Source: an optimization exercise on an open RTL-to-GDS flow (aim: small area, a short achievable clock period and few clock cycles per item). Production flows keep margins and buffers that such runs may drop.
No functional check of the RTL was part of any run shown here.

==> flow/design.v, too long to show whole: its modules and the start of the top module <==
// module multiplierIEEE754_verilog: 246 lines
// module pnd: 5 lines
// module pnr: 5 lines
// module pan: 5 lines
// module mul24: 1597 lines
// module mul24_add: 136 lines
// module fa: 6 lines
// module ha: 6 lines
// module hai: 6 lines
module multiplierIEEE754_verilog(
    op1,
    op2,
    in_rdy,
    res,
    res_rdy,
    clk,
    rst
    );
  // ...
==> flow/flow/run.sh <==
#!/bin/bash
# The standard layout (the standard.sh, all of ORFS from synthesis to
# finish), except that the input and output ports are buffered with buf_4
# cells instead of the cell buffer_ports picks by itself.
set -euo pipefail
bash standard.sh "BUFFER_PORTS_ARGS=-buffer_cell sky130_fd_sc_hd__buf_4" finish > standard_flow.log 2>&1
==> flow/standard.sh <==
#!/bin/bash
# synth_recipe.tcl (not shown) runs the flow's synth.tcl, then flattens the netlist and writes it again
# the make line also repeats each setting of config.mk as NAME=value (left out here)
make -C /OpenROAD-flow-scripts/flow DESIGN_CONFIG=/design/flow/config.mk WORK_HOME=/design/flow/orfs CLKGATE_MAP_FILE= SYNTH_SCRIPT=/design/flow/synth_recipe.tcl "${@:-finish}"
==> flow/config.mk <==
export PLATFORM = sky130hd
export DESIGN_NAME = multiplierIEEE754_verilog
export DESIGN_NICKNAME = multiplierIEEE754_verilog
export VERILOG_FILES = /design/flow/design.v
export SDC_FILE = /design/flow/constraint.sdc
export NUM_CORES = 4
export LEC_CHECK = 0
export ABC_AREA = 1
export CAP_MARGIN = 20
export CORE_MARGIN = 2
export CORE_UTILIZATION = 40
export CTS_BUF_LIST = sky130_fd_sc_hd__clkbuf_4 sky130_fd_sc_hd__clkbuf_8
export SETUP_SLACK_MARGIN = 2.5
export SLEW_MARGIN = 20
export SYNTH_HIERARCHICAL = 1
==> flow/constraint.sdc <==
create_clock -name core_clock -period 12.0 [get_ports {clk}]
set_input_delay 2.4000 -clock core_clock [delete_from_list [all_inputs] [get_ports {clk}]]
set_output_delay 2.4000 -clock core_clock [all_outputs]
set_load 0.01 [all_outputs]
==> flow_summary_export.csv, run 1 <==
group,metric,value,unit
critical_path,worst_flop_to_flop_path_startpoint,"pend$_DFF_PP0_",
critical_path,reg2reg_depth,16,
logic_synthesis,synthMostInstantiatedCell,"sky130_fd_sc_hd__nand2_1",
layout,commonest_non_fill_non_tap_cell_in_the_layout,"sky130_fd_sc_hd__nand2_1",
routing,first_pass_iters,5,
clock_network,postCtsHoldBufs,0,
layout,seq_cell_count,68,
layout,signal_buffers,132,
die,dieArea,60900,µm²
layout,area.growth.synth_to_final,5.91,%
routing,topRoutingLayerUsed,"met4",
sta,setup_slack,2.69,ns
critical_path,timing.critical_path.slowest_stage_cell,"sky130_fd_sc_hd__fa_1",
sta,grt_setup_unrepaired,"yes",
logic_synthesis,post_synthesis_mean_instance_area,8.23,µm²
critical_path,slowest_delay,0.60,ns
clock_network,tritoncts,"done",
logic_synthesis,ys_dominant_reg_cell,"sky130_fd_sc_hd__dfxtp_1",
layout,largest_register_ffs,32,
hold_path,timing.hold.worst.start,"s_r$_DFF_P_",
layout,number_of_nets_in_the_final_layout,3528,
placed_design,detailedPlacementHpwl,57.6,mm
run_status,status,"timing/DRC/antenna clean",
die,start_util,0.407,
==> module mul24_add, before the edit <==
module mul24_add(a, b, s);
    input  wire [47:0] a, b;
    output wire [47:0] s;
    wire [47:0] p = a ^ b;
    wire [47:0] g0 = {a[47:1] & b[47:1], a[0] | b[0]};
    wire G1 = g0[1] | (p[1] & g0[0]);
    wire G2 = g0[3] | (p[3] & g0[2]);
    wire P2 = p[3] & p[2];
    wire G3 = g0[5] | (p[5] & g0[4]);
    wire P3 = p[5] & p[4];
    wire G4 = g0[7] | (p[7] & g0[6]);
    wire P4 = p[7] & p[6];
    wire G5 = g0[9] | (p[9] & g0[8]);
    wire P5 = p[9] & p[8];
    wire G6 = g0[11] | (p[11] & g0[10]);
    wire P6 = p[11] & p[10];
    wire G7 = g0[13] | (p[13] & g0[12]);
    wire P7 = p[13] & p[12];
    wire G8 = g0[15] | (p[15] & g0[14]);
    wire P8 = p[15] & p[14];
    wire G9 = g0[17] | (p[17] & g0[16]);
    wire P9 = p[17] & p[16];
    wire G10 = g0[19] | (p[19] & g0[18]);
    wire P10 = p[19] & p[18];
    wire G11 = g0[21] | (p[21] & g0[20]);
    wire P11 = p[21] & p[20];
    wire G12 = g0[23] | (p[23] & g0[22]);
    wire P12 = p[23] & p[22];
    wire G13 = g0[25] | (p[25] & g0[24]);
    wire P13 = p[25] & p[24];
    wire G14 = g0[27] | (p[27] & g0[26]);
    wire P14 = p[27] & p[26];
    wire G15 = g0[29] | (p[29] & g0[28]);
    wire P15 = p[29] & p[28];
    wire G16 = g0[31] | (p[31] & g0[30]);
    wire P16 = p[31] & p[30];
    wire G17 = g0[33] | (p[33] & g0[32]);
    wire P17 = p[33] & p[32];
    wire G18 = g0[35] | (p[35] & g0[34]);
    wire P18 = p[35] & p[34];
    wire G19 = g0[37] | (p[37] & g0[36]);
    wire P19 = p[37] & p[36];
    wire G20 = g0[39] | (p[39] & g0[38]);
    wire P20 = p[39] & p[38];
    wire G21 = g0[41] | (p[41] & g0[40]);
    wire P21 = p[41] & p[40];
    wire G22 = g0[43] | (p[43] & g0[42]);
    wire P22 = p[43] & p[42];
    wire G23 = g0[45] | (p[45] & g0[44]);
    wire P23 = p[45] & p[44];
    wire G24 = g0[47] | (p[47] & g0[46]);
    wire P24 = p[47] & p[46];
    wire G25 = G2 | (P2 & G1);
    wire G26 = G4 | (P4 & G3);
    wire P26 = P4 & P3;
    wire G27 = G6 | (P6 & G5);
    wire P27 = P6 & P5;
    wire G28 = G8 | (P8 & G7);
    wire P28 = P8 & P7;
    wire G29 = G10 | (P10 & G9);
    wire P29 = P10 & P9;
    wire G30 = G12 | (P12 & G11);
    wire P30 = P12 & P11;
    wire G31 = G14 | (P14 & G13);
    wire P31 = P14 & P13;
    wire G32 = G16 | (P16 & G15);
    wire P32 = P16 & P15;
    wire G33 = G18 | (P18 & G17);
    wire P33 = P18 & P17;
    wire G34 = G20 | (P20 & G19);
    wire P34 = P20 & P19;
    wire G35 = G22 | (P22 & G21);
    wire P35 = P22 & P21;
    wire G36 = G24 | (P24 & G23);
    wire P36 = P24 & P23;
    wire G37 = G26 | (P26 & G25);
    wire G38 = G28 | (P28 & G27);
    wire P38 = P28 & P27;
    wire G39 = G30 | (P30 & G29);
    wire P39 = P30 & P29;
    wire G40 = G32 | (P32 & G31);
    wire P40 = P32 & P31;
    wire G41 = G34 | (P34 & G33);
    wire P41 = P34 & P33;
    wire G42 = G36 | (P36 & G35);
    wire P42 = P36 & P35;
    wire G43 = G38 | (P38 & G37);
    wire G44 = G40 | (P40 & G39);
    wire P44 = P40 & P39;
    wire G45 = G42 | (P42 & G41);
    wire P45 = P42 & P41;
    wire G46 = G44 | (P44 & G43);
    wire G47 = G45 | (P45 & G46);
    wire G48 = G39 | (P39 & G43);
    wire G49 = G41 | (P41 & G46);
    wire G50 = G27 | (P27 & G37);
    wire G51 = G29 | (P29 & G43);
    wire G52 = G31 | (P31 & G48);
    wire G53 = G33 | (P33 & G46);
    wire G54 = G35 | (P35 & G49);
    wire G55 = G3 | (P3 & G25);
    wire G56 = G5 | (P5 & G37);
    wire G57 = G7 | (P7 & G50);
    wire G58 = G9 | (P9 & G43);
    wire G59 = G11 | (P11 & G51);
    wire G60 = G13 | (P13 & G48);
    wire G61 = G15 | (P15 & G52);
    wire G62 = G17 | (P17 & G46);
    wire G63 = G19 | (P19 & G53);
    wire G64 = G21 | (P21 & G49);
    wire G65 = G23 | (P23 & G54);
    wire G66 = g0[2] | (p[2] & G1);
    wire G67 = g0[4] | (p[4] & G25);
    wire G68 = g0[6] | (p[6] & G55);
    wire G69 = g0[8] | (p[8] & G37);
    wire G70 = g0[10] | (p[10] & G56);
    wire G71 = g0[12] | (p[12] & G50);
    wire G72 = g0[14] | (p[14] & G57);
    wire G73 = g0[16] | (p[16] & G43);
    wire G74 = g0[18] | (p[18] & G58);
    wire G75 = g0[20] | (p[20] & G51);
    wire G76 = g0[22] | (p[22] & G59);
    wire G77 = g0[24] | (p[24] & G48);
    wire G78 = g0[26] | (p[26] & G60);
    wire G79 = g0[28] | (p[28] & G52);
    wire G80 = g0[30] | (p[30] & G61);
    wire G81 = g0[32] | (p[32] & G46);
    wire G82 = g0[34] | (p[34] & G62);
    wire G83 = g0[36] | (p[36] & G53);
    wire G84 = g0[38] | (p[38] & G63);
    wire G85 = g0[40] | (p[40] & G49);
    wire G86 = g0[42] | (p[42] & G64);
    wire G87 = g0[44] | (p[44] & G54);
    wire G88 = g0[46] | (p[46] & G65);
    assign s = {p[47] ^ G88, p[46] ^ G65, p[45] ^ G87, p[44] ^ G54, p[43] ^ G86, p[42] ^ G64, p[41] ^ G85, p[40] ^ G49, p[39] ^ G84, p[38] ^ G63, p[37] ^ G83, p[36] ^ G53, p[35] ^ G82, p[34] ^ G62, p[33] ^ G81, p[32] ^ G46, p[31] ^ G80, p[30] ^ G61, p[29] ^ G79, p[28] ^ G52, p[27] ^ G78, p[26] ^ G60, p[25] ^ G77, p[24] ^ G48, p[23] ^ G76, p[22] ^ G59, p[21] ^ G75, p[20] ^ G51, p[19] ^ G74, p[18] ^ G58, p[17] ^ G73, p[16] ^ G43, p[15] ^ G72, p[14] ^ G57, p[13] ^ G71, p[12] ^ G50, p[11] ^ G70, p[10] ^ G56, p[9] ^ G69, p[8] ^ G37, p[7] ^ G68, p[6] ^ G55, p[5] ^ G67, p[4] ^ G25, p[3] ^ G66, p[2] ^ G1, p[1] ^ g0[0], ~p[0]};
endmodule
==> run 2, diff against run 1 <==
--- a/flow/design.v
+++ b/flow/design.v
@@ -837,27 +837,27 @@
     wire pp23_17 = ~(a[23] & b[17]);
     wire pp23_18 = ~(a[23] & b[18]);
     wire pp23_19 = ~(a[23] & b[19]);
     wire pp23_20 = ~(a[23] & b[20]);
     wire pp23_21 = ~(a[23] & b[21]);
     wire pp23_22 = ~(a[23] & b[22]);
     wire pp23_23 = ~(a[23] & b[23]);
     wire t1, t2;
-    fa u_t1 (.a(pp0_19), .b(pp1_18), .c(1'b1), .s(t1), .co(t2));
+    hai u_t1 (.a(pp0_19), .b(pp1_18), .s(t1), .co(t2));
     wire t3, t4;
     fa u_t3 (.a(pp0_20), .b(pp1_19), .c(pp2_18), .s(t3), .co(t4));
     wire t5, t6;
-    fa u_t5 (.a(pp3_17), .b(pp4_16), .c(1'b1), .s(t5), .co(t6));
+    hai u_t5 (.a(pp3_17), .b(pp4_16), .s(t5), .co(t6));
     wire t7, t8;
     fa u_t7 (.a(pp0_21), .b(pp1_20), .c(pp2_19), .s(t7), .co(t8));
     wire t9, t10;
     fa u_t9 (.a(pp3_18), .b(pp4_17), .c(pp5_16), .s(t9), .co(t10));
     wire t11, t12;
-    fa u_t11 (.a(pp6_15), .b(pp7_14), .c(1'b1), .s(t11), .co(t12));
+    hai u_t11 (.a(pp6_15), .b(pp7_14), .s(t11), .co(t12));
     wire t13, t14;
     fa u_t13 (.a(pp0_22), .b(pp1_21), .c(pp2_20), .s(t13), .co(t14));
     wire t15, t16;
     fa u_t15 (.a(pp3_19), .b(pp4_18), .c(pp5_17), .s(t15), .co(t16));
     wire t17, t18;
     fa u_t17 (.a(pp6_16), .b(pp7_15), .c(pp8_14), .s(t17), .co(t18));
     wire t19, t20;
     fa u_t19 (.a(pp9_13), .b(pp10_12), .c(pp11_11), .s(t19), .co(t20));
@@ -865,27 +865,27 @@
     fa u_t21 (.a(pp1_22), .b(pp2_21), .c(pp3_20), .s(t21), .co(t22));
     wire t23, t24;
     fa u_t23 (.a(pp4_19), .b(pp5_18), .c(pp6_17), .s(t23), .co(t24));
     wire t25, t26;
     fa u_t25 (.a(pp7_16), .b(pp8_15), .c(pp9_14), .s(t25), .co(t26));
     wire t27, t28;
     fa u_t27 (.a(pp10_13), .b(pp11_12), .c(pp12_11), .s(t27), .co(t28));
     wire t29, t30;
-    fa u_t29 (.a(pp13_10), .b(pp14_9), .c(1'b1), .s(t29), .co(t30));
+    hai u_t29 (.a(pp13_10), .b(pp14_9), .s(t29), .co(t30));
     wire t31, t32;
     fa u_t31 (.a(pp2_22), .b(pp3_21), .c(pp4_20), .s(t31), .co(t32));
     wire t33, t34;
     fa u_t33 (.a(pp5_19), .b(pp6_18), .c(pp7_17), .s(t33), .co(t34));
     wire t35, t36;
     fa u_t35 (.a(pp8_16), .b(pp9_15), .c(pp10_14), .s(t35), .co(t36));
     wire t37, t38;
     fa u_t37 (.a(pp11_13), .b(pp12_12), .c(pp13_11), .s(t37), .co(t38));
     wire t39, t40;
-    fa u_t39 (.a(pp14_10), .b(pp15_9), .c(1'b1), .s(t39), .co(t40));
+    hai u_t39 (.a(pp14_10), .b(pp15_9), .s(t39), .co(t40));
     wire t41, t42;
     fa u_t41 (.a(pp3_22), .b(pp4_21), .c(pp5_20), .s(t41), .co(t42));
     wire t43, t44;
     fa u_t43 (.a(pp6_19), .b(pp7_18), .c(pp8_17), .s(t43), .co(t44));
     wire t45, t46;
     fa u_t45 (.a(pp9_16), .b(pp10_15), .c(pp11_14), .s(t45), .co(t46));
     wire t47, t48;
     fa u_t47 (.a(pp12_13), .b(pp13_12), .c(pp14_11), .s(t47), .co(t48));
@@ -897,57 +897,57 @@
     fa u_t53 (.a(pp10_16), .b(pp11_15), .c(pp12_14), .s(t53), .co(t54));
     wire t55, t56;
     fa u_t55 (.a(pp5_22), .b(pp6_21), .c(pp7_20), .s(t55), .co(t56));
     wire t57, t58;
     fa u_t57 (.a(pp8_19), .b(pp9_18), .c(pp10_17), .s(t57), .co(t58));
     wire t59, t60;
     fa u_t59 (.a(pp6_22), .b(pp7_21), .c(pp8_20), .s(t59), .co(t60));
     wire t61, t62;
-    fa u_t61 (.a(pp0_13), .b(pp1_12), .c(1'b1), .s(t61), .co(t62));
+    hai u_t61 (.a(pp0_13), .b(pp1_12), .s(t61), .co(t62));
     wire t63, t64;
     fa u_t63 (.a(pp0_14), .b(pp1_13), .c(pp2_12), .s(t63), .co(t64));
     wire t65, t66;
-    fa u_t65 (.a(pp3_11), .b(pp4_10), .c(1'b1), .s(t65), .co(t66));
+    hai u_t65 (.a(pp3_11), .b(pp4_10), .s(t65), .co(t66));
     wire t67, t68;
     fa u_t67 (.a(pp0_15), .b(pp1_14), .c(pp2_13), .s(t67), .co(t68));
     wire t69, t70;
     fa u_t69 (.a(pp3_12), .b(pp4_11), .c(pp5_10), .s(t69), .co(t70));
     wire t71, t72;
-    fa u_t71 (.a(pp6_9), .b(pp7_8), .c(1'b1), .s(t71), .co(t72));
+    hai u_t71 (.a(pp6_9), .b(pp7_8), .s(t71), .co(t72));
     wire t73, t74;
     fa u_t73 (.a(pp0_16), .b(pp1_15), .c(pp2_14), .s(t73), .co(t74));
     wire t75, t76;
     fa u_t75 (.a(pp3_13), .b(pp4_12), .c(pp5_11), .s(t75), .co(t76));
     wire t77, t78;
     fa u_t77 (.a(pp6_10), .b(pp7_9), .c(pp8_8), .s(t77), .co(t78));
     wire t79, t80;
-    fa u_t79 (.a(pp9_7), .b(pp10_6), .c(1'b1), .s(t79), .co(t80));
+    hai u_t79 (.a(pp9_7), .b(pp10_6), .s(t79), .co(t80));
     wire t81, t82;
     fa u_t81 (.a(pp0_17), .b(pp1_16), .c(pp2_15), .s(t81), .co(t82));
     wire t83, t84;
     fa u_t83 (.a(pp3_14), .b(pp4_13), .c(pp5_12), .s(t83), .co(t84));
     wire t85, t86;
     fa u_t85 (.a(pp6_11), .b(pp7_10), .c(pp8_9), .s(t85), .co(t86));
     wire t87, t88;
     fa u_t87 (.a(pp9_8), .b(pp10_7), .c(pp11_6), .s(t87), .co(t88));
     wire t89, t90;
-    fa u_t89 (.a(pp12_5), .b(pp13_4), .c(1'b1), .s(t89), .co(t90));
+    hai u_t89 (.a(pp12_5), .b(pp13_4), .s(t89), .co(t90));
     wire t91, t92;
     fa u_t91 (.a(pp0_18), .b(pp1_17), .c(pp2_16), .s(t91), .co(t92));
     wire t93, t94;
     fa u_t93 (.a(pp3_15), .b(pp4_14), .c(pp5_13), .s(t93), .co(t94));
     wire t95, t96;
     fa u_t95 (.a(pp6_12), .b(pp7_11), .c(pp8_10), .s(t95), .co(t96));
     wire t97, t98;
     fa u_t97 (.a(pp9_9), .b(pp10_8), .c(pp11_7), .s(t97), .co(t98));
     wire t99, t100;
     fa u_t99 (.a(pp12_6), .b(pp13_5), .c(pp14_4), .s(t99), .co(t100));
     wire t101, t102;
-    fa u_t101 (.a(pp15_3), .b(pp16_2), .c(1'b1), .s(t101), .co(t102));
+    hai u_t101 (.a(pp15_3), .b(pp16_2), .s(t101), .co(t102));
     wire t103, t104;
     fa u_t103 (.a(pp2_17), .b(pp3_16), .c(pp4_15), .s(t103), .co(t104));
     wire t105, t106;
     fa u_t105 (.a(pp5_14), .b(pp6_13), .c(pp7_12), .s(t105), .co(t106));
     wire t107, t108;
     fa u_t107 (.a(pp8_11), .b(pp9_10), .c(pp10_9), .s(t107), .co(t108));
     wire t109, t110;
     fa u_t109 (.a(pp11_8), .b(pp12_7), .c(pp13_6), .s(t109), .co(t110));
@@ -1101,35 +1101,35 @@
     fa u_t257 (.a(pp16_16), .b(pp17_15), .c(pp18_14), .s(t257), .co(t258));
     wire t259, t260;
     fa u_t259 (.a(pp11_22), .b(pp12_21), .c(pp13_20), .s(t259), .co(t260));
     wire t261, t262;
     fa u_t261 (.a(pp14_19), .b(pp15_18), .c(pp16_17), .s(t261), .co(t262));
     wire t263, t264;
     fa u_t263 (.a(pp12_22), .b(pp13_21), .c(pp14_20), .s(t263), .co(t264));
     wire t265, t266;
-    fa u_t265 (.a(pp0_9), .b(pp1_8), .c(1'b1), .s(t265), .co(t266));
+    hai u_t265 (.a(pp0_9), .b(pp1_8), .s(t265), .co(t266));
     wire t267, t268;
     fa u_t267 (.a(pp0_10), .b(pp1_9), .c(pp2_8), .s(t267), .co(t268));
     wire t269, t270;
-    fa u_t269 (.a(pp3_7), .b(pp4_6), .c(1'b1), .s(t269), .co(t270));
+    hai u_t269 (.a(pp3_7), .b(pp4_6), .s(t269), .co(t270));
     wire t271, t272;
     fa u_t271 (.a(pp0_11), .b(pp1_10), .c(pp2_9), .s(t271), .co(t272));
     wire t273, t274;
     fa u_t273 (.a(pp3_8), .b(pp4_7), .c(pp5_6), .s(t273), .co(t274));
     wire t275, t276;
-    fa u_t275 (.a(pp6_5), .b(pp7_4), .c(1'b1), .s(t275), .co(t276));
+    hai u_t275 (.a(pp6_5), .b(pp7_4), .s(t275), .co(t276));
     wire t277, t278;
     fa u_t277 (.a(pp0_12), .b(pp1_11), .c(pp2_10), .s(t277), .co(t278));
     wire t279, t280;
     fa u_t279 (.a(pp3_9), .b(pp4_8), .c(pp5_7), .s(t279), .co(t280));
     wire t281, t282;
     fa u_t281 (.a(pp6_6), .b(pp7_5), .c(pp8_4), .s(t281), .co(t282));
     wire t283, t284;
-    fa u_t283 (.a(pp9_3), .b(pp10_2), .c(1'b1), .s(t283), .co(t284));
+    hai u_t283 (.a(pp9_3), .b(pp10_2), .s(t283), .co(t284));
     wire t285, t286;
     fa u_t285 (.a(pp2_11), .b(pp3_10), .c(pp4_9), .s(t285), .co(t286));
     wire t287, t288;
     fa u_t287 (.a(pp5_8), .b(pp6_7), .c(pp7_6), .s(t287), .co(t288));
     wire t289, t290;
     fa u_t289 (.a(pp8_5), .b(pp9_4), .c(pp10_3), .s(t289), .co(t290));
     wire t291, t292;
     fa u_t291 (.a(pp11_2), .b(pp12_1), .c(pp13_0), .s(t291), .co(t292));
@@ -1317,27 +1317,27 @@
     fa u_t473 (.a(pp20_16), .b(pp21_15), .c(pp22_14), .s(t473), .co(t474));
     wire t475, t476;
     fa u_t475 (.a(pp15_22), .b(pp16_21), .c(pp17_20), .s(t475), .co(t476));
     wire t477, t478;
     fa u_t477 (.a(pp18_19), .b(pp19_18), .c(pp20_17), .s(t477), .co(t478));
     wire t479, t480;
     fa u_t479 (.a(pp16_22), .b(pp17_21), .c(pp18_20), .s(t479), .co(t480));
     wire t481, t482;
-    fa u_t481 (.a(pp0_6), .b(pp1_5), .c(1'b1), .s(t481), .co(t482));
+    hai u_t481 (.a(pp0_6), .b(pp1_5), .s(t481), .co(t482));
     wire t483, t484;
     fa u_t483 (.a(pp0_7), .b(pp1_6), .c(pp2_5), .s(t483), .co(t484));
     wire t485, t486;
-    fa u_t485 (.a(pp3_4), .b(pp4_3), .c(1'b1), .s(t485), .co(t486));
+    hai u_t485 (.a(pp3_4), .b(pp4_3), .s(t485), .co(t486));
     wire t487, t488;
     fa u_t487 (.a(pp0_8), .b(pp1_7), .c(pp2_6), .s(t487), .co(t488));
     wire t489, t490;
     fa u_t489 (.a(pp3_5), .b(pp4_4), .c(pp5_3), .s(t489), .co(t490));
     wire t491, t492;
-    fa u_t491 (.a(pp6_2), .b(pp7_1), .c(1'b1), .s(t491), .co(t492));
+    hai u_t491 (.a(pp6_2), .b(pp7_1), .s(t491), .co(t492));
     wire t493, t494;
     fa u_t493 (.a(pp2_7), .b(pp3_6), .c(pp4_5), .s(t493), .co(t494));
     wire t495, t496;
     fa u_t495 (.a(pp5_4), .b(pp6_3), .c(pp7_2), .s(t495), .co(t496));
     wire t497, t498;
     fa u_t497 (.a(pp8_1), .b(pp9_0), .c(t265), .s(t497), .co(t498));
     wire t499, t500;
     fa u_t499 (.a(pp5_5), .b(pp6_4), .c(pp7_3), .s(t499), .co(t500));
@@ -1521,21 +1521,21 @@
     fa u_t677 (.a(t480), .b(pp16_23), .c(pp23_16), .s(t677), .co(t678));
     wire t679, t680;
     fa u_t679 (.a(pp18_22), .b(pp19_21), .c(pp20_20), .s(t679), .co(t680));
     wire t681, t682;
     fa u_t681 (.a(pp21_19), .b(pp22_18), .c(pp17_23), .s(t681), .co(t682));
     wire t683, t684;
     fa u_t683 (.a(pp19_22), .b(pp20_21), .c(pp21_20), .s(t683), .co(t684));
     wire t685, t686;
-    fa u_t685 (.a(pp0_4), .b(pp1_3), .c(1'b1), .s(t685), .co(t686));
+    hai u_t685 (.a(pp0_4), .b(pp1_3), .s(t685), .co(t686));
     wire t687, t688;
     fa u_t687 (.a(pp0_5), .b(pp1_4), .c(pp2_3), .s(t687), .co(t688));
     wire t689, t690;
-    fa u_t689 (.a(pp3_2), .b(pp4_1), .c(1'b1), .s(t689), .co(t690));
+    hai u_t689 (.a(pp3_2), .b(pp4_1), .s(t689), .co(t690));
     wire t691, t692;
     fa u_t691 (.a(pp2_4), .b(pp3_3), .c(pp4_2), .s(t691), .co(t692));
     wire t693, t694;
     fa u_t693 (.a(pp5_1), .b(pp6_0), .c(t481), .s(t693), .co(t694));
     wire t695, t696;
     fa u_t695 (.a(pp5_2), .b(pp6_1), .c(pp7_0), .s(t695), .co(t696));
     wire t697, t698;
     fa u_t697 (.a(t482), .b(t485), .c(t483), .s(t697), .co(t698));
@@ -1677,17 +1677,17 @@
     fa u_t833 (.a(pp18_23), .b(pp23_18), .c(t682), .s(t833), .co(t834));
     wire t835, t836;
     fa u_t835 (.a(pp20_22), .b(pp21_21), .c(pp22_20), .s(t835), .co(t836));
     wire t837, t838;
     fa u_t837 (.a(t684), .b(pp19_23), .c(pp23_19), .s(t837), .co(t838));
     wire t839, t840;
     fa u_t839 (.a(pp21_22), .b(pp22_21), .c(pp20_23), .s(t839), .co(t840));
     wire t841, t842;
-    fa u_t841 (.a(pp0_3), .b(pp1_2), .c(1'b1), .s(t841), .co(t842));
+    hai u_t841 (.a(pp0_3), .b(pp1_2), .s(t841), .co(t842));
     wire t843, t844;
     fa u_t843 (.a(pp2_2), .b(pp3_1), .c(pp4_0), .s(t843), .co(t844));
     wire t845, t846;
     fa u_t845 (.a(pp5_0), .b(t686), .c(t689), .s(t845), .co(t846));
     wire t847, t848;
     fa u_t847 (.a(t690), .b(t688), .c(t691), .s(t847), .co(t848));
     wire t849, t850;
     fa u_t849 (.a(t692), .b(t695), .c(t694), .s(t849), .co(t850));
@@ -1761,17 +1761,17 @@
     fa u_t917 (.a(t828), .b(t831), .c(t830), .s(t917), .co(t918));
     wire t919, t920;
     fa u_t919 (.a(t835), .b(t832), .c(t837), .s(t919), .co(t920));
     wire t921, t922;
     fa u_t921 (.a(t836), .b(pp23_20), .c(t838), .s(t921), .co(t922));
     wire t923, t924;
     fa u_t923 (.a(pp22_22), .b(pp21_23), .c(pp23_21), .s(t923), .co(t924));
     wire t925, t926;
-    fa u_t925 (.a(pp0_2), .b(pp1_1), .c(1'b1), .s(t925), .co(t926));
+    hai u_t925 (.a(pp0_2), .b(pp1_1), .s(t925), .co(t926));
     wire t927, t928;
     fa u_t927 (.a(pp2_1), .b(pp3_0), .c(t841), .s(t927), .co(t928));
     wire t929, t930;
     fa u_t929 (.a(t842), .b(t685), .c(t843), .s(t929), .co(t930));
     wire t931, t932;
     fa u_t931 (.a(t844), .b(t687), .c(t845), .s(t931), .co(t932));
     wire t933, t934;
     fa u_t933 (.a(t846), .b(t693), .c(t847), .s(t933), .co(t934));
@@ -1904,99 +1904,179 @@
     wire G21 = g0[41] | (p[41] & g0[40]);
     wire P21 = p[41] & p[40];
     wire G22 = g0[43] | (p[43] & g0[42]);
     wire P22 = p[43] & p[42];
     wire G23 = g0[45] | (p[45] & g0[44]);
     wire P23 = p[45] & p[44];
     wire G24 = g0[47] | (p[47] & g0[46]);
     wire P24 = p[47] & p[46];
-    wire G25 = G2 | (P2 & G1);
-    wire G26 = G4 | (P4 & G3);
-    wire P26 = P4 & P3;
-    wire G27 = G6 | (P6 & G5);
-    wire P27 = P6 & P5;
-    wire G28 = G8 | (P8 & G7);
-    wire P28 = P8 & P7;
-    wire G29 = G10 | (P10 & G9);
-    wire P29 = P10 & P9;
-    wire G30 = G12 | (P12 & G11);
-    wire P30 = P12 & P11;
-    wire G31 = G14 | (P14 & G13);
-    wire P31 = P14 & P13;
-    wire G32 = G16 | (P16 & G15);
-    wire P32 = P16 & P15;
-    wire G33 = G18 | (P18 & G17);
-    wire P33 = P18 & P17;
-    wire G34 = G20 | (P20 & G19);
-    wire P34 = P20 & P19;
-    wire G35 = G22 | (P22 & G21);
-    wire P35 = P22 & P21;
-    wire G36 = G24 | (P24 & G23);
-    wire P36 = P24 & P23;
-    wire G37 = G26 | (P26 & G25);
-    wire G38 = G28 | (P28 & G27);
-    wire P38 = P28 & P27;
-    wire G39 = G30 | (P30 & G29);
-    wire P39 = P30 & P29;
-    wire G40 = G32 | (P32 & G31);
-    wire P40 = P32 & P31;
-    wire G41 = G34 | (P34 & G33);
-    wire P41 = P34 & P33;
-    wire G42 = G36 | (P36 & G35);
-    wire P42 = P36 & P35;
-    wire G43 = G38 | (P38 & G37);
-    wire G44 = G40 | (P40 & G39);
-    wire P44 = P40 & P39;
-    wire G45 = G42 | (P42 & G41);
-    wire P45 = P42 & P41;
-    wire G46 = G44 | (P44 & G43);
-    wire G47 = G45 | (P45 & G46);
-    wire G48 = G39 | (P39 & G43);
-    wire G49 = G41 | (P41 & G46);
-    wire G50 = G27 | (P27 & G37);
-    wire G51 = G29 | (P29 & G43);
-    wire G52 = G31 | (P31 & G48);
-    wire G53 = G33 | (P33 & G46);
-    wire G54 = G35 | (P35 & G49);
-    wire G55 = G3 | (P3 & G25);
-    wire G56 = G5 | (P5 & G37);
-    wire G57 = G7 | (P7 & G50);
-    wire G58 = G9 | (P9 & G43);
-    wire G59 = G11 | (P11 & G51);
-    wire G60 = G13 | (P13 & G48);
-    wire G61 = G15 | (P15 & G52);
-    wire G62 = G17 | (P17 & G46);
-    wire G63 = G19 | (P19 & G53);
-    wire G64 = G21 | (P21 & G49);
-    wire G65 = G23 | (P23 & G54);
-    wire G66 = g0[2] | (p[2] & G1);
-    wire G67 = g0[4] | (p[4] & G25);
-    wire G68 = g0[6] | (p[6] & G55);
-    wire G69 = g0[8] | (p[8] & G37);
-    wire G70 = g0[10] | (p[10] & G56);
-    wire G71 = g0[12] | (p[12] & G50);
-    wire G72 = g0[14] | (p[14] & G57);
-    wire G73 = g0[16] | (p[16] & G43);
-    wire G74 = g0[18] | (p[18] & G58);
-    wire G75 = g0[20] | (p[20] & G51);
-    wire G76 = g0[22] | (p[22] & G59);
-    wire G77 = g0[24] | (p[24] & G48);
-    wire G78 = g0[26] | (p[26] & G60);
-    wire G79 = g0[28] | (p[28] & G52);
-    wire G80 = g0[30] | (p[30] & G61);
-    wire G81 = g0[32] | (p[32] & G46);
-    wire G82 = g0[34] | (p[34] & G62);
-    wire G83 = g0[36] | (p[36] & G53);
-    wire G84 = g0[38] | (p[38] & G63);
-    wire G85 = g0[40] | (p[40] & G49);
-    wire G86 = g0[42] | (p[42] & G64);
-    wire G87 = g0[44] | (p[44] & G54);
-    wire G88 = g0[46] | (p[46] & G65);
-    assign s = {p[47] ^ G88, p[46] ^ G65, p[45] ^ G87, p[44] ^ G54, p[43] ^ G86, p[42] ^ G64, p[41] ^ G85, p[40] ^ G49, p[39] ^ G84, p[38] ^ G63, p[37] ^ G83, p[36] ^ G53, p[35] ^ G82, p[34] ^ G62, p[33] ^ G81, p[32] ^ G46, p[31] ^ G80, p[30] ^ G61, p[29] ^ G79, p[28] ^ G52, p[27] ^ G78, p[26] ^ G60, p[25] ^ G77, p[24] ^ G48, p[23] ^ G76, p[22] ^ G59, p[21] ^ G75, p[20] ^ G51, p[19] ^ G74, p[18] ^ G58, p[17] ^ G73, p[16] ^ G43, p[15] ^ G72, p[14] ^ G57, p[13] ^ G71, p[12] ^ G50, p[11] ^ G70, p[10] ^ G56, p[9] ^ G69, p[8] ^ G37, p[7] ^ G68, p[6] ^ G55, p[5] ^ G67, p[4] ^ G25, p[3] ^ G66, p[2] ^ G1, p[1] ^ g0[0], ~p[0]};
+    wire G25 = g0[2] | (p[2] & G1);
+    wire G26 = G2 | (P2 & G1);
+    wire G27 = g0[6] | (p[6] & G3);
+    wire P27 = p[6] & P3;
+    wire G28 = G4 | (P4 & G3);
+    wire P28 = P4 & P3;
+    wire G29 = g0[10] | (p[10] & G5);
+    wire P29 = p[10] & P5;
+    wire G30 = G6 | (P6 & G5);
+    wire P30 = P6 & P5;
+    wire G31 = g0[14] | (p[14] & G7);
+    wire P31 = p[14] & P7;
+    wire G32 = G8 | (P8 & G7);
+    wire P32 = P8 & P7;
+    wire G33 = g0[18] | (p[18] & G9);
+    wire P33 = p[18] & P9;
+    wire G34 = G10 | (P10 & G9);
+    wire P34 = P10 & P9;
+    wire G35 = g0[22] | (p[22] & G11);
+    wire P35 = p[22] & P11;
+    wire G36 = G12 | (P12 & G11);
+    wire P36 = P12 & P11;
+    wire G37 = g0[26] | (p[26] & G13);
+    wire P37 = p[26] & P13;
+    wire G38 = G14 | (P14 & G13);
+    wire P38 = P14 & P13;
+    wire G39 = g0[30] | (p[30] & G15);
+    wire P39 = p[30] & P15;
+    wire G40 = G16 | (P16 & G15);
+    wire P40 = P16 & P15;
+    wire G41 = g0[34] | (p[34] & G17);
+    wire P41 = p[34] & P17;
+    wire G42 = G18 | (P18 & G17);
+    wire P42 = P18 & P17;
+    wire G43 = g0[38] | (p[38] & G19);
+    wire P43 = p[38] & P19;
+    wire G44 = G20 | (P20 & G19);
+    wire P44 = P20 & P19;
+    wire G45 = g0[42] | (p[42] & G21);
+    wire P45 = p[42] & P21;
+    wire G46 = G22 | (P22 & G21);
+    wire P46 = P22 & P21;
+    wire G47 = g0[46] | (p[46] & G23);
+    wire P47 = p[46] & P23;
+    wire G48 = G24 | (P24 & G23);
+    wire P48 = P24 & P23;
+    wire G49 = g0[4] | (p[4] & G26);
+    wire G50 = G3 | (P3 & G26);
+    wire G51 = G27 | (P27 & G26);
+    wire G52 = G28 | (P28 & G26);
+    wire G53 = g0[12] | (p[12] & G30);
+    wire P53 = p[12] & P30;
+    wire G54 = G7 | (P7 & G30);
+    wire P54 = P7 & P30;
+    wire G55 = G31 | (P31 & G30);
+    wire P55 = P31 & P30;
+    wire G56 = G32 | (P32 & G30);
+    wire P56 = P32 & P30;
+    wire G57 = g0[20] | (p[20] & G34);
+    wire P57 = p[20] & P34;
+    wire G58 = G11 | (P11 & G34);
+    wire P58 = P11 & P34;
+    wire G59 = G35 | (P35 & G34);
+    wire P59 = P35 & P34;
+    wire G60 = G36 | (P36 & G34);
+    wire P60 = P36 & P34;
+    wire G61 = g0[28] | (p[28] & G38);
+    wire P61 = p[28] & P38;
+    wire G62 = G15 | (P15 & G38);
+    wire P62 = P15 & P38;
+    wire G63 = G39 | (P39 & G38);
+    wire P63 = P39 & P38;
+    wire G64 = G40 | (P40 & G38);
+    wire P64 = P40 & P38;
+    wire G65 = g0[36] | (p[36] & G42);
+    wire P65 = p[36] & P42;
+    wire G66 = G19 | (P19 & G42);
+    wire P66 = P19 & P42;
+    wire G67 = G43 | (P43 & G42);
+    wire P67 = P43 & P42;
+    wire G68 = G44 | (P44 & G42);
+    wire P68 = P44 & P42;
+    wire G69 = g0[44] | (p[44] & G46);
+    wire P69 = p[44] & P46;
+    wire G70 = G23 | (P23 & G46);
+    wire P70 = P23 & P46;
+    wire G71 = G47 | (P47 & G46);
+    wire P71 = P47 & P46;
+    wire G72 = G48 | (P48 & G46);
+    wire P72 = P48 & P46;
+    wire G73 = g0[8] | (p[8] & G52);
+    wire G74 = G5 | (P5 & G52);
+    wire G75 = G29 | (P29 & G52);
+    wire G76 = G30 | (P30 & G52);
+    wire G77 = G53 | (P53 & G52);
+    wire G78 = G54 | (P54 & G52);
+    wire G79 = G55 | (P55 & G52);
+    wire G80 = G56 | (P56 & G52);
+    wire G81 = g0[24] | (p[24] & G60);
+    wire P81 = p[24] & P60;
+    wire G82 = G13 | (P13 & G60);
+    wire P82 = P13 & P60;
+    wire G83 = G37 | (P37 & G60);
+    wire P83 = P37 & P60;
+    wire G84 = G38 | (P38 & G60);
+    wire P84 = P38 & P60;
+    wire G85 = G61 | (P61 & G60);
+    wire P85 = P61 & P60;
+    wire G86 = G62 | (P62 & G60);
+    wire P86 = P62 & P60;
+    wire G87 = G63 | (P63 & G60);
+    wire P87 = P63 & P60;
+    wire G88 = G64 | (P64 & G60);
+    wire P88 = P64 & P60;
+    wire G89 = g0[40] | (p[40] & G68);
+    wire P89 = p[40] & P68;
+    wire G90 = G21 | (P21 & G68);
+    wire P90 = P21 & P68;
+    wire G91 = G45 | (P45 & G68);
+    wire P91 = P45 & P68;
+    wire G92 = G46 | (P46 & G68);
+    wire P92 = P46 & P68;
+    wire G93 = G69 | (P69 & G68);
+    wire P93 = P69 & P68;
+    wire G94 = G70 | (P70 & G68);
+    wire P94 = P70 & P68;
+    wire G95 = G71 | (P71 & G68);
+    wire P95 = P71 & P68;
+    wire G96 = G72 | (P72 & G68);
+    wire P96 = P72 & P68;
+    wire G97 = g0[16] | (p[16] & G80);
+    wire G98 = G9 | (P9 & G80);
+    wire G99 = G33 | (P33 & G80);
+    wire G100 = G34 | (P34 & G80);
+    wire G101 = G57 | (P57 & G80);
+    wire G102 = G58 | (P58 & G80);
+    wire G103 = G59 | (P59 & G80);
+    wire G104 = G60 | (P60 & G80);
+    wire G105 = G81 | (P81 & G80);
+    wire G106 = G82 | (P82 & G80);
+    wire G107 = G83 | (P83 & G80);
+    wire G108 = G84 | (P84 & G80);
+    wire G109 = G85 | (P85 & G80);
+    wire G110 = G86 | (P86 & G80);
+    wire G111 = G87 | (P87 & G80);
+    wire G112 = G88 | (P88 & G80);
+    wire G113 = g0[32] | (p[32] & G112);
+    wire G114 = G17 | (P17 & G112);
+    wire G115 = G41 | (P41 & G112);
+    wire G116 = G42 | (P42 & G112);
+    wire G117 = G65 | (P65 & G112);
+    wire G118 = G66 | (P66 & G112);
+    wire G119 = G67 | (P67 & G112);
+    wire G120 = G68 | (P68 & G112);
+    wire G121 = G89 | (P89 & G112);
+    wire G122 = G90 | (P90 & G112);
+    wire G123 = G91 | (P91 & G112);
+    wire G124 = G92 | (P92 & G112);
+    wire G125 = G93 | (P93 & G112);
+    wire G126 = G94 | (P94 & G112);
+    wire G127 = G95 | (P95 & G112);
+    wire G128 = G96 | (P96 & G112);
+    assign s = {p[47] ^ G127, p[46] ^ G126, p[45] ^ G125, p[44] ^ G124, p[43] ^ G123, p[42] ^ G122, p[41] ^ G121, p[40] ^ G120, p[39] ^ G119, p[38] ^ G118, p[37] ^ G117, p[36] ^ G116, p[35] ^ G115, p[34] ^ G114, p[33] ^ G113, p[32] ^ G112, p[31] ^ G111, p[30] ^ G110, p[29] ^ G109, p[28] ^ G108, p[27] ^ G107, p[26] ^ G106, p[25] ^ G105, p[24] ^ G104, p[23] ^ G103, p[22] ^ G102, p[21] ^ G101, p[20] ^ G100, p[19] ^ G99, p[18] ^ G98, p[17] ^ G97, p[16] ^ G80, p[15] ^ G79, p[14] ^ G78, p[13] ^ G77, p[12] ^ G76, p[11] ^ G75, p[10] ^ G74, p[9] ^ G73, p[8] ^ G52, p[7] ^ G51, p[6] ^ G50, p[5] ^ G49, p[4] ^ G26, p[3] ^ G25, p[2] ^ G1, p[1] ^ g0[0], ~p[0]};
 endmodule
 module fa(a, b, c, s, co);
     input  wire a, b, c;
     output wire s, co;
     assign s  = a ^ b ^ c;
     assign co = (a & b) | (a & c) | (b & c);
 endmodule
 module ha(a, b, s, co);
==> flow/config.mk (replaced) <==
export PLATFORM = sky130hd
export DESIGN_NAME = multiplierIEEE754_verilog
export DESIGN_NICKNAME = multiplierIEEE754_verilog
export VERILOG_FILES = /design/flow/design.v
export SDC_FILE = /design/flow/constraint.sdc
export NUM_CORES = 4
export LEC_CHECK = 0
export ABC_AREA = 1
export CAP_MARGIN = 20
export CORE_MARGIN = 2
export CORE_UTILIZATION = 40
export SETUP_SLACK_MARGIN = 2
export SLEW_MARGIN = 20
export SYNTH_HIERARCHICAL = 1
==> flow_summary_export.csv, run 2 <==
group,metric,value,unit
global_route,grt_start_max_net_pins,63,
logic_synthesis,ys.warnings.count,7,
layout,commonest_non_fill_non_tap_cell_in_the_layout,"sky130_fd_sc_hd__nand2_1",
sta,timing.final.setup_violations,0,
routing,via_count,21600,
hold_path,whs_endpoint,"res[31]$_DFF_P_",
logic_synthesis,proportion_of_synthesized_flip_flops_having_asynchronous_set_or_reset,0.0294,
critical_path,critical_path_type,"in2reg",
global_route,grt_pass1_vias,21900,
logic_synthesis,synthXorXnorAreaFrac,0.0276,
sta,final_number_of_hold_violating_endpoints,0,
layout,number_of_nets_in_the_final_layout,3748,
global_route,grt_first_pass_wirelength,129,mm
logic_synthesis,ys_types,62,
logic_synthesis,synthMostInstantiatedCell,"sky130_fd_sc_hd__nand2_1",
logic_synthesis,netlist_top_cells_area,"sky130_fd_sc_hd__fa_1 (41%), sky130_fd_sc_hd__nand2_1 (19%), sky130_fd_sc_hd__dfxtp_1 (5.5%)",
sta,grt_setup_unrepaired,"no",
logic_synthesis,yosys-mux-area-fraction,0.00206,
die,die_height,250,µm
clock_network,number_of_buffers_created_by_cts,9,
critical_path,worst_flop_to_flop_path_endpoint,"res[25]$_DFF_P_",
routing,detail_route.iter0.violations,1990,
critical_path,arrival,9.90,ns
layout,fillers,6252,
placed_design,globalplace.congestion,0.912,
logic_synthesis,synthCells,3138,
global_route,grt-ovfl-total,0,
routing,remaining_drc_errors,0,
logic_synthesis,yosys.area_share.simple,0.283,
logic_synthesis,ys_dominant_reg_cell,"sky130_fd_sc_hd__dfxtp_1",
hold_path,timing.hold.worst.start,"s_r$_DFF_P_",
hold_path,worst_hold_path.num_cells,2,
die,row_count,90,
sta,setup-tns-final,0,ns
global_route,grt_antenna_before_repair,2,
die,fp.coreArea,60100,µm²
logic_synthesis,count_of_flip_flops_with_a_built_in_enable_after_synthesis,0,
critical_path,source_of_the_critical_timing_path,"op1[9]",
hold_path,hold_path_class,"reg2reg",
routing,wirelength,82.6,mm
clock_network,worstSkewPairLatency,0.36,ns
logic_synthesis,synth_area_in_compound_gates,0.0703,
layout,largest_register_ffs,32,
sta,worst_slew_pin_slew,0.848,ns
logic_synthesis,synth.top_cell.area_share,0.406,
clock_network,cts-root-to-sink-buffers,2,
placed_design,detailedPlacementHpwl,57.4,mm
critical_path,worst_flop_to_flop_path_startpoint,"pend$_DFF_PP0_",
clock_network,clock_sink_count,68,
logic_synthesis,synth_seq_cells,68,
sta,finalCritPeriodShare,0.800,
logic_synthesis,synth_top_family_by_area,"adder cells",
layout,area.growth.synth_to_final,3.26,%
layout,layout.cells.most_common_list,"sky130_fd_sc_hd__nand2_1 (1,225), sky130_fd_sc_hd__fa_1 (492), sky130_fd_sc_hd__inv_1 (287), sky130_fd_sc_hd__nand3_1 (184), sky130_fd_sc_hd__nor2_1 (132)",
run,timing.max_cap.violations,0,
clock_network,tritoncts,"done",
logic_synthesis,syn-cell-area,24200,µm²
sta,final.hold.worst_slack,0.482,ns
routing,antenna_violating_nets_post_route,0,
layout,insertedDiodeCount,0,
logic_synthesis,synth_commonest_cells,"sky130_fd_sc_hd__nand2_1 (1,227), sky130_fd_sc_hd__fa_1 (492), sky130_fd_sc_hd__inv_1 (288)",
critical_path,cp-end-kind,"flip-flop",
sta,clock-skew-final,0.0117,ns
sta,slew-limit-headroom,0.433,
run_status,status,"timing/DRC/antenna clean",
logic_synthesis,synthAdderAreaFrac,0.451,
critical_path,slowest_delay,0.57,ns
sta,drv_slew,0,
clock_network,cts-root-buf,"sky130_fd_sc_hd__clkbuf_16",
clock_network,clk_pin_slew,0.07,ns
die,dieArea,62600,µm²
layout,largest-register,"res",
routing,first_pass_iters,6,
global_route,grtUsageTotal,0.268,
critical_path,timing.critical_path.slowest_stage_cell,"sky130_fd_sc_hd__fa_1",
critical_path,critical_path.most_common_cell,"sky130_fd_sc_hd__fa_1",
routing,wl_per_cell,21.2,µm
sta,timing.final.crit_period,9.60,ns
logic_synthesis,post_synthesis_mean_instance_area,7.72,µm²
logic_synthesis,yosys.area.top_type,"sky130_fd_sc_hd__fa_1",
clock_network,cts_htree_levels,3,
routing,drt-vias-per-instance,5.54,
critical_path,reg_to_reg_slack_setup,8.79,ns
placed_design,io_buffers,99,
die,start_util,0.403,
layout,drive_gt1_frac,0.0795,
sta,fmaxAchievable,0.104,GHz
layout,biggestRegsByFlops,"res x32, qr_r x25, eb_r x8",
die,fp.dieW,250,µm
layout,layout.area.seq,1370,µm²
logic_synthesis,synth_sequential_area_ratio,0.0566,
critical_path,cp_data_required_time,12.30,ns
critical_path,crit_fanout,26,
critical_path,reg2reg_depth,13,
critical_path,setup.worst_path.start_class,"primary input",
die,ioPinCount,100,
layout,multiInputGateArea,20300,µm²
[run 2: through the flow]
step / cells / setup WS (ns) / util / area, µm²
after detailed placement: 3864 / 1.57 / 0.408 / 24600
after CTS: 3884 / 2.10 / 0.415 / 25000
after global placement: 3864 / 1.73 / 0.408 / 24600
after global routing: 3889 / 2.00 / 0.416 / 25000
final: 3889 / 2.40 / 0.416 / 25000
after floorplan: 3140 / 2.75 / - / 24200
[run 2: worst max path at each step]
stage                 endpoint  slack (ns)  cells after the start
2_1_floorplan  res[30]$_DFF_P_        2.75                     35
3_3_place_gp   res[25]$_DFF_P_        1.73                     35
3_5_place_dp   res[25]$_DFF_P_        1.57                     34
4_1_cts        res[25]$_DFF_P_        2.10                     35
5_1_grt        res[25]$_DFF_P_        2.00                     29
6_report       res[25]$_DFF_P_        2.40                     29
[run 2: what timing repair did]
action | 4_1_cts | 5_1_grt
endpoints found under the setup margin | 3 | 49
hold endpoints to repair | 0 | 0
hold buffers | 0 | 0
resized for setup | 2 | 13
gates cloned | 0 | 2
setup buffers | 4 | 3
pin swaps | 0 | 3
[run 2: per-layer routing]
metal | GRT usage | part of all wire | routed length, µm
met1 | 0.376 | 0.43 | 35200
met2 | 0.421 | 0.45 | 36900
met3 | 0.0549 | 0.10 | 8340
met4 | 0.0710 | 0.026 | 2180
met5 | 0 | 0 | 0
[run 2: logic make-up (layout without fill, tap and decap cells)]
kind of cell,count (synthesis),in the layout
AND/OR/NAND/NOR,1664,1666
adder cells (fa/ha/maj),579,579
buffers and inverters,470,435
AO/OA/AOI/OAI,281,281
XOR/XNOR,70,70
flip-flops,68,68
multiplexers,5,5
other,1,3
[run 2: final cells by class]
type                    count  area share
multi-input cells        2604       0.811
flip-flops and latches     68      0.0548
clock buffers              10     0.00955
inverters                 300      0.0455
clock inverters             6     0.00380
repair buffers            119      0.0362
well taps                 782      0.0391
[run 2: worst max-delay path, delay by kind of cell]
family,cells,cell delay (ns)
compound gates,3,0.49
simple gates,14,1.81
buf+inv,3,0.81
fa+ha+maj,9,4.36
[run 2: modules after synthesis, one instance, submodules excluded]
module                     cells inside  times used  cell area (µm²)
pan                                   2          17             10.0
fa                                    1         484             20.0
pnd                                   1          26             3.75
hai                                   5          22             27.5
mul24_add                           452           1             2560
multiplierIEEE754_verilog          1349           1             7830
mul24                               673           1             3250
pnr                                   1          10             3.75

## port drivers added, routing unchanged
The results above use ideal ports. As a check the final layouts listed here were re-extracted and re-timed, cells and wires unchanged. Step 1 (the two cells are an assumption about what drives the block):
set clk [get_ports {clk}]
set_driving_cell -lib_cell sky130_fd_sc_hd__clkbuf_16 $clk
set_driving_cell -lib_cell sky130_fd_sc_hd__buf_2 [delete_from_list [all_inputs] $clk]
Step 2 times the ports against the registers' clock, not the clock port: input delays grow and output delays shrink by t, the midpoint of the rising clock arrivals with the driver on. a / b / c = ideal / step 1 / step 2; a / b = the first two.
run	shift t [ns]	setup slack, ns	worst setup path after step 2	latest minus earliest clock arrival (ns)	cell pins on the clock port's net
run 1	0.436	2.690 / 2.656 / 2.220	input to register	0.024 / 0.024	1
run 2	0.398	2.397 / 2.409 / 2.011	input to register	0.013 / 0.013	1
After both steps setup and hold are still met in every run listed. For run 1, which loses most, drivers alone change the setup slack by -0.034 ns; drivers and shift together by -0.470 ns.
